What follows belongs to an exercise in optimizing a design on an open flow for small area, a short achievable clock period and few clock cycles; a production flow would make more cautious choices.
Function was checked by simulation only, so behaviour that the tests miss may differ from the original.

`flow/run.sh`:
```
#!/bin/bash
# synth_recipe.tcl (not shown) runs the flow's synth.tcl, then flattens the netlist and writes it again
# the make line also repeats each setting of config.mk as NAME=value (left out here)
make -C /OpenROAD-flow-scripts/flow DESIGN_CONFIG=/design/flow/config.mk WORK_HOME=/design/flow/orfs CLKGATE_MAP_FILE= SYNTH_SCRIPT=/design/flow/synth_recipe.tcl finish
```
`flow/config.mk`:
```
export PLATFORM = sky130hd
export DESIGN_NAME = cpu
export DESIGN_NICKNAME = cpu
export VERILOG_FILES = /design/flow/design.v
export SDC_FILE = /design/flow/constraint.sdc
export NUM_CORES = 4
export LEC_CHECK = 0
export CAP_MARGIN = 20
export CORE_MARGIN = 2
export CORE_UTILIZATION = 40
export SLEW_MARGIN = 20
```
`flow/constraint.sdc`:
```
create_clock -name core_clock -period 12.5 [get_ports {clk_i}]
set_input_delay 2.5000 -clock core_clock [delete_from_list [all_inputs] [get_ports {clk_i}]]
set_output_delay 2.5000 -clock core_clock [all_outputs]
set_load 0.01 [all_outputs]
```
`flow/design.v`:
```
`default_nettype none
module microcode_data (
	output logic mc_valid_ins_o,
	output logic mc_will_write_o,
	output logic [2:0] mc_write_mux_o,
	output logic mc_alu_use_imm_o,
	output logic mc_alu_compare_unsigned_o,
	output logic [1:0] mc_pc_mode_o,
	output logic mc_is_store_o,
	output logic mc_is_load_o,
	output logic [1:0] mc_mul_extend_o,
	output logic mc_mul_shifter_o,
	output logic [1:0] mc_div_mux_o,
	input logic clk_i,
	input logic rst_i,
	input logic decode_en_i,
	input logic [9:0] mc_addr_i
);
	wire [2:0] f3 = mc_addr_i[9:7];
	wire [4:0] op = mc_addr_i[6:2];
	logic valid, ww, use_imm, cu, st, ld, shifter;
	logic [2:0] wm;
	logic [1:0] pcm, ext, divm;
	always_comb begin
		valid = 0; ww = 0; wm = 3'b000; use_imm = 0; cu = 0; pcm = 2'b00;
		st = 0; ld = 0; ext = 2'b00; shifter = 0; divm = 2'b00;
		case (op)
			5'b01101: begin valid = 1; ww = 1; wm = 3'b000; end  
			5'b00101: begin valid = 1; ww = 1; wm = 3'b001; end  
			5'b01100: begin  
				valid = 1; ww = 1; wm = 3'b010; use_imm = 0; cu = (f3 == 3'b011);
				if (f3 == 3'b101) begin wm = 3'b111; shifter = 1; end  
				if (f3 == 3'b001) begin wm = 3'b110; shifter = 1; end  
			end
			5'b00100: begin  
				valid = 1; ww = 1; wm = 3'b010; use_imm = 1; cu = (f3 == 3'b011);
				if (f3 == 3'b101) begin wm = 3'b111; shifter = 1; end  
				if (f3 == 3'b001) begin wm = 3'b110; shifter = 1; end  
			end
			5'b11001: begin valid = 1; ww = 1; wm = 3'b100; pcm = 2'b11; end  
			5'b11011: begin valid = 1; ww = 1; wm = 3'b100; pcm = 2'b10; end  
			5'b11000: begin valid = 1; pcm = 2'b01; cu = (f3[2:1] == 2'b11); end  
			5'b00000: begin valid = 1; ld = 1; ww = 1; wm = 3'b101; end  
			5'b01000: begin valid = 1; st = 1; end  
			5'b00011: begin valid = (f3[2:1] == 2'b00); end  
			5'b11101: begin  
				valid = 1; ww = 1;
				case (f3)
					3'b000: begin wm = 3'b110; end
					3'b001: begin wm = 3'b111; ext = 2'b11; end
					3'b010: begin wm = 3'b111; ext = 2'b01; end
					3'b011: begin wm = 3'b111; ext = 2'b00; end
					3'b100: begin wm = 3'b011; divm = 2'b11; end
					3'b101: begin wm = 3'b011; divm = 2'b01; end
					3'b110: begin wm = 3'b011; divm = 2'b10; end
					default: begin wm = 3'b011; divm = 2'b00; end
				endcase
			end
			default: ;
		endcase
	end
	always_ff @(posedge clk_i) begin
		if (rst_i) begin
			mc_valid_ins_o <= 0; mc_will_write_o <= 0; mc_write_mux_o <= 0;
			mc_alu_use_imm_o <= 0; mc_alu_compare_unsigned_o <= 0; mc_pc_mode_o <= 0;
			mc_is_store_o <= 0; mc_is_load_o <= 0; mc_mul_extend_o <= 0;
			mc_mul_shifter_o <= 0; mc_div_mux_o <= 0;
		end else if (decode_en_i) begin
			mc_valid_ins_o <= valid; mc_will_write_o <= ww; mc_write_mux_o <= wm;
			mc_alu_use_imm_o <= use_imm; mc_alu_compare_unsigned_o <= cu; mc_pc_mode_o <= pcm;
			mc_is_store_o <= st; mc_is_load_o <= ld; mc_mul_extend_o <= ext;
			mc_mul_shifter_o <= shifter; mc_div_mux_o <= divm;
		end
	end
endmodule
`default_nettype none
module MULT36X36 #(
    parameter AREG            = 0,
    parameter ASIGN_REG       = 0,
    parameter BREG            = 0,
    parameter BSIGN_REG       = 0,
    parameter MULT_RESET_MODE = "SYNC",
    parameter OUT0_REG        = 0,
    parameter OUT1_REG        = 0,
    parameter PIPE_REG        = 0
) (
    input wire [35:0] A,
    input wire        ASIGN,
    input wire [35:0] B,
    input wire        BSIGN,
    input wire        CE,
    input wire        CLK,
    output logic [71:0] DOUT,
    input wire        RESET
);
  wire signed [36:0] sa = {ASIGN, A};
  wire signed [36:0] sb = {BSIGN, B};
  wire signed [73:0] prod = sa * sb;
  always_ff @(posedge CLK) begin
    if (RESET) begin
      DOUT <= 0;
    end else if (CE) begin
      DOUT <= prod[71:0];
    end
  end
endmodule
`default_nettype none
module cpu_alu (
  input wire [31:0] src_a_i,
  input wire [31:0] src_b_i,
  input wire [31:0] src_imm,
  input wire use_imm_i,
  input wire [2:0] op_i,
  input wire do_sub_i,
  output logic [31:0] res_o,
  input wire compare_unsigned_i,
  output wire compare_eq_o,
  output wire compare_lt_o
);
  wire [31:0] src_sec = use_imm_i ? src_imm : src_b_i;
  assign compare_eq_o = src_a_i == src_sec;
  assign compare_lt_o = src_a_i[31] == src_sec[31] ?
      (src_a_i[30:0] < src_sec[30:0]) : 
      (compare_unsigned_i ? src_sec[31] : src_a_i[31]);  
  always_comb begin
    case (op_i)
      3'b000: res_o = do_sub_i ? (src_a_i - src_sec) : (src_a_i + src_sec);
      3'b010: res_o = {31'b0, compare_lt_o};
      3'b011: res_o = {31'b0, compare_lt_o};
      3'b100: res_o = src_a_i ^ src_sec;
      3'b110: res_o = src_a_i | src_sec;
      3'b111: res_o = src_a_i & src_sec;
      default: res_o = 32'd0;
    endcase
  end
endmodule
`default_nettype none
module cpu_regfile (
    input clk_i,
    input rstn_i,
    input logic [4:0] raddr1_i,
    input logic [4:0] raddr2_i,
    input logic [4:0] waddr_i,
    input logic write_en_i,
    input logic [31:0] wdata_i,
    output logic [31:0] rdata1_o,
    output logic [31:0] rdata2_o
);
  logic [31:0] regs [0:31];
  assign rdata1_o = regs[raddr1_i];
  assign rdata2_o = regs[raddr2_i];
  always_ff @(posedge clk_i) begin
    if (~rstn_i) begin
      regs[0] <= 0;
    end else begin 
      if (write_en_i && (waddr_i != 0)) begin
        regs[waddr_i] <= wdata_i;
      end
    end
  end
endmodule
`default_nettype none
module cpu_mult (
    input clk_i,
    input rstn_i,
    input wire [31:0] cur_src_a,
    input wire [31:0] cur_src_b,
    input wire [4:0] src_imm,
    input wire [1:0] mc_mul_extend,
    input wire mc_mul_shifter,
    input wire mc_alu_use_imm,
    input wire mult_high,
    input wire shift_arithmetic,
    output logic [71:0] mult_res_o
);
  wire mult_a_extend = cur_src_a[31] & (mc_mul_extend[0] | (mc_mul_shifter & shift_arithmetic));
  wire mult_b_extend = cur_src_b[31] & mc_mul_extend[1];
  wire [4:0] shift_amount_source = mc_alu_use_imm ? src_imm : cur_src_b[4:0];
  wire [4:0] shift_amount = mult_high ? -shift_amount_source : shift_amount_source;
  wire [15:0] shift_groups;
  generate
    for (genvar i = 0; i < 16; i = i + 1) begin
      assign shift_groups[i] = shift_amount[4:1] == i;
    end
  endgenerate
  wire [32:0] mult_shift_val;
  assign mult_shift_val[0] = mc_mul_shifter ? (mult_high ? 0 : shift_amount == 5'd0) : cur_src_b[0];
  generate
    for (genvar i = 1; i < 32; i = i + 1) begin
      assign mult_shift_val[i] = mc_mul_shifter ? (shift_groups[i >> 1] & shift_amount[0] == i[0]) : cur_src_b[i] ;
    end
  endgenerate
  assign mult_shift_val[32] = mc_mul_shifter ? (mult_high ? shift_amount == 5'd0 : 0) : mult_b_extend;
  MULT36X36 #(
      .AREG(1'b0),
      .BREG(1'b0),
      .OUT0_REG(1'b0),
      .OUT1_REG(1'b0),
      .PIPE_REG(1'b1),
      .ASIGN_REG(1'b0),
      .BSIGN_REG(1'b0),
      .MULT_RESET_MODE("SYNC")
  ) mul_0 (
      .A({{4{mult_a_extend}}, cur_src_a}),
      .B({{3{mult_b_extend}}, mult_shift_val}),
      .ASIGN(mult_a_extend),
      .BSIGN(mult_b_extend),
      .CE(1'b1),
      .CLK(clk_i),
      .RESET(~rstn_i),
      .DOUT(mult_res_o)
  );
endmodule
`default_nettype none
module cpu_divider (
    input wire clk_i,
    input wire [31:0] src_a_i,
    input wire [31:0] src_b_i,
    input wire [1:0] div_mux,
    input wire start_i,
    output wire done_o,
    output logic [31:0] res_o
);
  logic [31:0] reg_remainder;
  logic [63:0] reg_divider;
  logic [31:0] reg_div_res;
  logic [5:0] reg_cnt;
  logic reg_a_neg;
  logic reg_b_neg;
  logic [32:0] sub_res;
  logic can_sub;
  always_comb begin
    sub_res = {1'b0, reg_a_neg ? -reg_remainder : reg_remainder} - {1'b0, reg_divider[31:0]};
    can_sub = (~sub_res[32]) & ~(|reg_divider[63:32]);
  end
  always_ff @(posedge clk_i) begin
    if (start_i) begin
      reg_cnt <= 33;
      reg_remainder <= src_a_i;
      reg_divider <= {(src_b_i[31] & div_mux[1]) ? -src_b_i : src_b_i, 32'b0};
      reg_a_neg <= src_a_i[31] & div_mux[1];
      reg_b_neg <= src_b_i[31] & div_mux[1];
      if(src_b_i == 0) begin
        reg_a_neg <= 0;
      end
    end else if (reg_cnt != 0) begin
      reg_cnt <= reg_cnt - 1;
      if (can_sub) begin
        reg_remainder <= reg_a_neg ? -sub_res[31:0] : sub_res[31:0];
      end
      reg_div_res <= {reg_div_res[30:0], can_sub};
      reg_divider <= {1'b0, reg_divider[63:1]};
    end
  end
  assign done_o = !start_i && reg_cnt == 0;
  assign res_o = div_mux[0] ? ((reg_a_neg ^ reg_b_neg) ? -reg_div_res : reg_div_res) : reg_remainder;
endmodule
`default_nettype none
module cpu (
    input clk_i,
    input rstn_i,
    output logic enable_o,
    output logic [3:0] wstrb_o,
    output logic [31:0] addr_o,
    output logic [31:0] wvalue_o,
    input logic [31:0] rvalue_i,
    output logic err_inv_ins_o
);
  typedef enum { 
    ST_FE,
    FETCH,
    EXECUTE,
    HALT
  } CPU_STATE;
  CPU_STATE cpu_state;
  logic start_exec;
  logic [31:0] reg_pc;
  logic [31:0] code_out;
  logic [31:0] cur_ins;
  wire mc_will_write;
  wire [2:0] mc_write_mux;
  wire mc_alu_use_imm;
  wire mc_alu_compare_unsigned;
  wire [1:0] mc_pc_mode;
  wire mc_is_store;
  wire mc_is_load;
  wire [1:0] mc_mul_extend;
  wire mc_mul_shifter;
  wire [1:0] mc_div_mux;
  wire mc_valid_ins;
  wire mc_remap_mul = rvalue_i[6:2] == 5'b01100 && rvalue_i[26:25] == 2'b01;
  logic [4:0] mc_ins_opcode;
  always_comb begin
    if(mc_remap_mul) begin
      mc_ins_opcode = 5'b11101;  
    end else begin
      mc_ins_opcode = rvalue_i[6:2];
    end
  end
  microcode_data microcode_data (
    .clk_i(clk_i),
    .rst_i(~rstn_i),
    .decode_en_i(cpu_state == FETCH),
    .mc_addr_i({rvalue_i[14:12], mc_ins_opcode, 2'b00}),
    .mc_will_write_o(mc_will_write),
    .mc_write_mux_o(mc_write_mux),
    .mc_alu_use_imm_o(mc_alu_use_imm),
    .mc_alu_compare_unsigned_o(mc_alu_compare_unsigned),
    .mc_pc_mode_o(mc_pc_mode),
    .mc_is_load_o(mc_is_load),
    .mc_is_store_o(mc_is_store),
    .mc_mul_extend_o(mc_mul_extend),
    .mc_mul_shifter_o(mc_mul_shifter),
    .mc_div_mux_o(mc_div_mux),
    .mc_valid_ins_o(mc_valid_ins)
  );
  wire [4:0] ins_rd = cur_ins[11:7];
  wire [4:0] ins_rs1 = cur_ins[19:15];
  wire [4:0] ins_rs2 = cur_ins[24:20];
  wire [31:0] ins_i_imm = {{20{cur_ins[31]}}, cur_ins[31:20]};
  wire [31:0] ins_j_imm = {{12{cur_ins[31]}}, cur_ins[19:12], cur_ins[20], cur_ins[30:21], 1'd0};
  wire [31:0] ins_b_imm = {{20{cur_ins[31]}}, cur_ins[7], cur_ins[30:25], cur_ins[11:8], 1'd0};
  wire [31:0] ins_s_imm = {{21{cur_ins[31]}}, cur_ins[30:25], cur_ins[11:7]};
  logic [31:0] cur_src_a;
  logic [31:0] cur_src_b;
  logic [31:0] cur_res;
  logic regfile_write_en;
  logic [31:0] regfile_wdata;
  cpu_regfile regfile(
    .clk_i(clk_i),
    .rstn_i(rstn_i),
    .raddr1_i(ins_rs1),
    .raddr2_i(ins_rs2),
    .waddr_i(ins_rd),
    .write_en_i(regfile_write_en),
    .wdata_i(regfile_wdata),
    .rdata1_o(cur_src_a),
    .rdata2_o(cur_src_b)
  );
  wire alu_compare_eq_o;
  wire alu_compare_lt_o;
  wire [31:0] alu_res_o;
  cpu_alu alu (
    .src_a_i(cur_src_a),
    .src_b_i(cur_src_b),
    .src_imm(ins_i_imm),
    .use_imm_i(mc_alu_use_imm),
    .op_i(cur_ins[14:12]),
    .do_sub_i(cur_ins[6:0] == 7'b0110011 & cur_ins[30]),
    .res_o(alu_res_o),
    .compare_unsigned_i(mc_alu_compare_unsigned),
    .compare_eq_o(alu_compare_eq_o),
    .compare_lt_o(alu_compare_lt_o)
  );
  wire [71:0] mult_res_o;
  cpu_mult mult (
    .clk_i(clk_i),
    .rstn_i(rstn_i),
    .cur_src_a(cur_src_a),
    .cur_src_b(cur_src_b),
    .src_imm(ins_i_imm[4:0]),
    .mc_mul_extend(mc_mul_extend),
    .mc_mul_shifter(mc_mul_shifter),
    .mc_alu_use_imm(mc_alu_use_imm),
    .mult_high(mc_write_mux[0]),
    .shift_arithmetic(cur_ins[30]),
    .mult_res_o(mult_res_o)
  );
  wire [31:0] divider_res_o;
  wire divider_done_o;
  cpu_divider divider (
    .clk_i(clk_i),
    .src_a_i(cur_src_a),
    .src_b_i(cur_src_b),
    .div_mux(mc_div_mux),
    .start_i(start_exec),
    .done_o(divider_done_o),
    .res_o(divider_res_o)
  );
  wire should_branch = cur_ins[12] ^ (cur_ins[14] ? alu_compare_lt_o : alu_compare_eq_o);
  always_ff @(posedge clk_i) begin
    start_exec <= 0;
    if(~rstn_i) begin
      reg_pc <= 0;
      cpu_state <= ST_FE;
      cur_res <= 0;
      err_inv_ins_o <= 0;
    end else begin
      case (cpu_state)
        ST_FE: begin 
          cpu_state <= FETCH;
        end
        FETCH: begin 
          cur_ins <= rvalue_i;
          cpu_state <= EXECUTE;
          start_exec <= 1;
        end
        EXECUTE: begin
          cpu_state <= ST_FE;
          reg_pc <= reg_pc + 4;
          if(mc_pc_mode == 2'b10) begin
            reg_pc <= reg_pc + ins_j_imm;
          end else if(mc_pc_mode == 2'b11) begin
            reg_pc <= cur_src_a + ins_i_imm;
          end else if(mc_pc_mode == 2'b01 && should_branch) begin
            reg_pc <= reg_pc + ins_b_imm;
          end
          if(divider_done_o == 1'b0 & mc_write_mux == 3'b011) begin
            cpu_state <= EXECUTE;
            reg_pc <= reg_pc;
          end
          if((start_exec & mc_is_load) || (start_exec & mc_write_mux[2:1] == 2'b11)) begin
            cpu_state <= EXECUTE;
            reg_pc <= reg_pc;
          end;
          if(~mc_valid_ins) begin
            err_inv_ins_o <= 1;
            cpu_state <= HALT;
          end
        end
        HALT: begin end
      endcase
    end
  end
  logic [31:0] memory_out;
  always_comb begin
    enable_o = 0;
    addr_o = 0;
    wstrb_o = 0;
    case (cpu_state)
      ST_FE: begin 
        enable_o = 1;
        addr_o = reg_pc;
      end
      EXECUTE: begin
        if(mc_is_load) begin
          addr_o = cur_src_a + ins_i_imm;
          enable_o = start_exec;
        end
        if(mc_is_store) begin
          case(cur_ins[14:12])
            3'b000: wstrb_o = 4'b0001;
            3'b001: wstrb_o = 4'b0011;
            3'b010: wstrb_o = 4'b1111;
            default: ;
          endcase
          addr_o = cur_src_a + ins_s_imm;
          enable_o = 1;
        end
      end
    endcase
    case (cur_ins[14:12])
      3'b000: memory_out = {{24{rvalue_i[7]}}, rvalue_i[7:0]};  
      3'b100: memory_out = {{24{1'b0}}, rvalue_i[7:0]};  
      3'b001: memory_out = {{16{rvalue_i[15]}}, rvalue_i[15:0]};  
      3'b101: memory_out = {{16{1'b0}}, rvalue_i[15:0]};  
      default: memory_out = rvalue_i;  
    endcase
  end
  always_comb begin
    case(mc_write_mux)
      3'b000: regfile_wdata = { cur_ins[31:12], 12'd0 };
      3'b001: regfile_wdata = reg_pc + { cur_ins[31:12], 12'd0 };
      3'b010: regfile_wdata = alu_res_o;
      3'b011: regfile_wdata = divider_res_o;
      3'b100: regfile_wdata = reg_pc + 4;
      3'b101: regfile_wdata = memory_out;
      3'b110: regfile_wdata = mult_res_o[31:0];
      3'b111: regfile_wdata = mult_res_o[63:32];
      default: regfile_wdata = 0;
    endcase
    regfile_write_en = cpu_state == EXECUTE && mc_will_write;
  end
  assign wvalue_o = cur_src_b;
endmodule
```
==> flow_metrics.py <==
metrics = {
    "grt": {
        "grt_max_degree": 117,
        "antenna_found_initial": 32,
        "grt_pass1_wl_um": 649600,
        "grtUsageTotal_pct": 31.45,
        "grt-ovfl-total": 0,
        "first_global_vias": 87160,
    },
    "route": {
        "vias": 86400,
        "met1_length_um": 174300,
        "wl_met3_um": 47140,
        "drc": 0,
        "maxUsedRoutingLayer": "met5",
        "viasPerCell": 6.144,
        "wl_um": 461300,
        "wl_met2_um": 206000,
        "wire_per_inst_um": 32.80,
        "antenna_left": 0,
        "dr.pass1.iters": 8,
        "drtIter0Drc": 11070,
    },
    "timing": {
        "rsz0062_at_grt": "false",
        "finalCritPeriodShare_pct": 97.34,
        "fin_setup_tns_ns": 0,
        "final.min_clock_period_ns": 12.17,
        "clock-skew-final_ns": 0.1229,
        "timing_hold_violations_final": 0,
        "slew_headroom_pct": 17.49,
        "maxSlewViolCount": 0,
        "setup_viol": 0,
        "fmax_mhz": 82.19,
        "worst_pin_slew_ns": 1.238,
        "finalWorstSetupSlack_ns": 0.3327,
    },
    "clocking": {
        "clock-sinks": 1318,
        "clockRootBuffer": "clkbuf_16",
        "cts_max_level": 4,
        "clk_pin_slew_worst_paths_ns": 0.06,
        "clk_path_buf_depth": 3,
        "clock_latency_ns": 0.88,
        "tritoncts": "done",
        "cts_buffers": 148,
        "hold_buffers": 0,
    },
    "critical_path": {
        "required_ns": 13.22,
        "crit_type": "register to register",
        "cp_common_cell": "fa_1",
        "slowest_stage": "buf_4",
        "worst_path_largest_cell_delay_ns": 0.80,
        "start_kind": "register",
        "cp-end-kind": "register",
        "worstPathMaxFanout": 52,
        "cp.arrival_ns": 12.89,
    },
    "synth": {
        "synthCells": 10130,
        "ys_ff_latch": 1318,
        "synth.area.top_cells": "edfxtp_1, fa_1, mux4_2",
        "synth-edff-count": 1154,
        "yosysWarnings": 6,
        "syn_area_sq_um": 114200,
        "ys_types": 95,
        "yosysTopAreaCell": "edfxtp_1",
        "ys_seq_area_share_pct": 33.22,
        "ys.flop_type": "edfxtp_1",
        "async_reset_ff_share_pct": 0,
        "synth.top_cell.area_share_pct": 30.34,
        "synthesis.nets": 11760,
        "syn_avg_cell_area_sq_um": 11.28,
    },
    "floorplan": {
        "num_rows": 196,
        "ios": 104,
        "start_util_pct": 40.15,
        "core_area_sq_um": 284500,
        "die-width_um": 538.4,
        "die-area_sq_um": 289800,
        "die_y_um": 538.4,
    },
    "placed_design": {
        "hpwl_um": 332200,
        "place_congestion": 1.026,
        "port_buffers": 103,
        "pre_cts_slack_ns": 0.4898,
    },
    "flow_run": {
        "max_cap_violations": 0,
    },
    "run_status": {
        "status": "timing/DRC/antenna clean",
    },
    "finish": {
        "layout-drive-gt1-share_pct": 14.08,
        "layout_common_cells": "inv_1, edfxtp_1, fa_1",
        "final_common_cell": "inv_1",
        "fin_nets": 11790,
        "n_fill_cell": 26340,
        "syn2layout_area_growth_pct": 10.49,
    },
    "hold_path": {
        "min_from": "err_inv_ins_o$_SDFFE_PN0P_",
        "min_path_type": "register to register",
    },
}
==> worst max-delay path, delay by kind of cell (launching register included) <==
| kind | cells | cell delay, ns |
|---|---|---|
| buffers and inverters | 9 | 2.61 |
| XOR/XNOR | 1 | 0.18 |
| adder cells (fa/ha/maj) | 9 | 4.53 |
| AO/OA/AOI/OAI | 10 | 2.14 |
| flip-flops | 1 | 0.36 |
| multiplexers | 3 | 1.72 |
| AND/OR/NAND/NOR | 3 | 0.32 |
==> sequential cells by signal, indices dropped and copies added (netlist names), 2 cells and up, named ones only <==
name,cells
microcode_data.mc_div_mux_o,2
reg_pc,32
mult.mul_0.DOUT,64
regfile.regs,1024
cur_ins,32
divider.reg_cnt,6
cpu_state,2
microcode_data.mc_pc_mode_o,2
microcode_data.mc_write_mux_o,3
divider.reg_div_res,32
microcode_data.mc_mul_extend_o,2
divider.reg_remainder,32
divider.reg_divider,64
==> kinds of logic (layout without fill, tap and decap cells) <==
logic type	count (synthesis)	count (layout)	synth area share, %
AND/OR/NAND/NOR	2523	2523	9.513
buffers and inverters	1906	2061	6.563
adder cells (fa/ha/maj)	1594	1594	25.03
AO/OA/AOI/OAI	1580	1580	8.876
flip-flops	1318	1318	33.22
multiplexers	810	810	13.75
XOR/XNOR	398	398	3.052
other	0	16	0
==> path summary, 6_finish.rpt <==
| check | end | slack, ns | depth (start not counted) |
|---|---|---|---|
| worst max-delay path | mult.mul_0.DOUT[63]$_SDFF_PN0_ | 0.33 | 35 |
| worst max register to register | mult.mul_0.DOUT[63]$_SDFF_PN0_ | 0.33 | 35 |
| worst min-delay path | err_inv_ins_o$_SDFFE_PN0P_ | 0.46 | 2 |
| worst min register to register | err_inv_ins_o$_SDFFE_PN0P_ | 0.46 | 2 |
==> stage by stage <==
step	std cells	hold slack (ns)	util (%)	area [sq um]
floorplan	10130	0.4362	-	114200
global placement	13770	0.4437	42.56	121100
detailed placement	13770	0.4568	42.56	121100
CTS	14050	0.4655	44.32	126100
global route	14050	0.4889	44.35	126200
finish	14060	0.4598	44.36	126200
==> synth_stat cells, types with 32 or more instances <==
library cell,count
inv_1,1291
edfxtp_1,1154
fa_1,1152
nand2_1,1145
nor2_1,814
mux4_2,597
a21oi_1,474
ha_1,441
clkbuf_1,401
o21ai_0,361
xnor2_1,254
dfxtp_1,164
mux2i_1,149
xor2_1,144
a21o_1,113
buf_2,102
nand3_1,81
nor3_1,77
and2_1,67
nand2b_1,60
a211oi_1,58
mux2_2,53
o211ai_1,51
a22oi_1,50
buf_1,50
nor2b_1,49
nand4_1,48
o21bai_1,48
o31ai_1,48
a31oi_1,40
a22o_1,36
or3_1,35
o221ai_1,34
nor4_1,32
==> metal layers <==
layer,global-route usage [%],vias to the layer above
li1,-,35190
met1,40.69,44940
met2,48.40,5086
met3,6.979,1165
met4,18.89,22
met5,0,-
==> what timing repair did <==
| action | 4_1_cts | 5_1_grt |
|---|---|---|
| setup endpoints to repair | 0 | 5 |
| gates resized for setup | 0 | 5 |
| setup buffers | 0 | 1 |
==> final cells by class <==
cell class,count,area (sq um),share of cell area [%]
Multi-Input combinational cell,6905,69370,54.98
Sequential cell,1318,37980,30.10
Inverter,1318,4952,3.924
Tap cell,3762,4707,3.730
Timing Repair Buffer,471,4156,3.294
Clock buffer,187,3921,3.107
Clock inverter,85,1060,0.8398
Antenna cell,16,40.04,0.03173
Testbench counts, summed over its fixed seeds: cycles 327,614.

==> separate check: timing with driven ports <==
No port has a modelled driver above. Below, the same layout with a new extraction and two added sets of constraints.
Step 1, drivers: a clkbuf_16 drives clk_i and a buf_2 each remaining input, both assumed.
Step 2, shift: input delay + t, output delay - t, t = (earliest + latest rising clock arrival at the registers) / 2. This alone moves slack from input paths to output paths.
a / b / c = ideal / step 1 / step 2; a / b = the first two.
t (ns): 0.887
setup WS [ns]: 0.333 / 0.333 / 0.333
worst setup path after step 2: register to register
After both steps setup and hold are still met in this run. For this run, drivers alone change the setup slack by 0.000 ns; drivers and shift together by 0.000 ns.
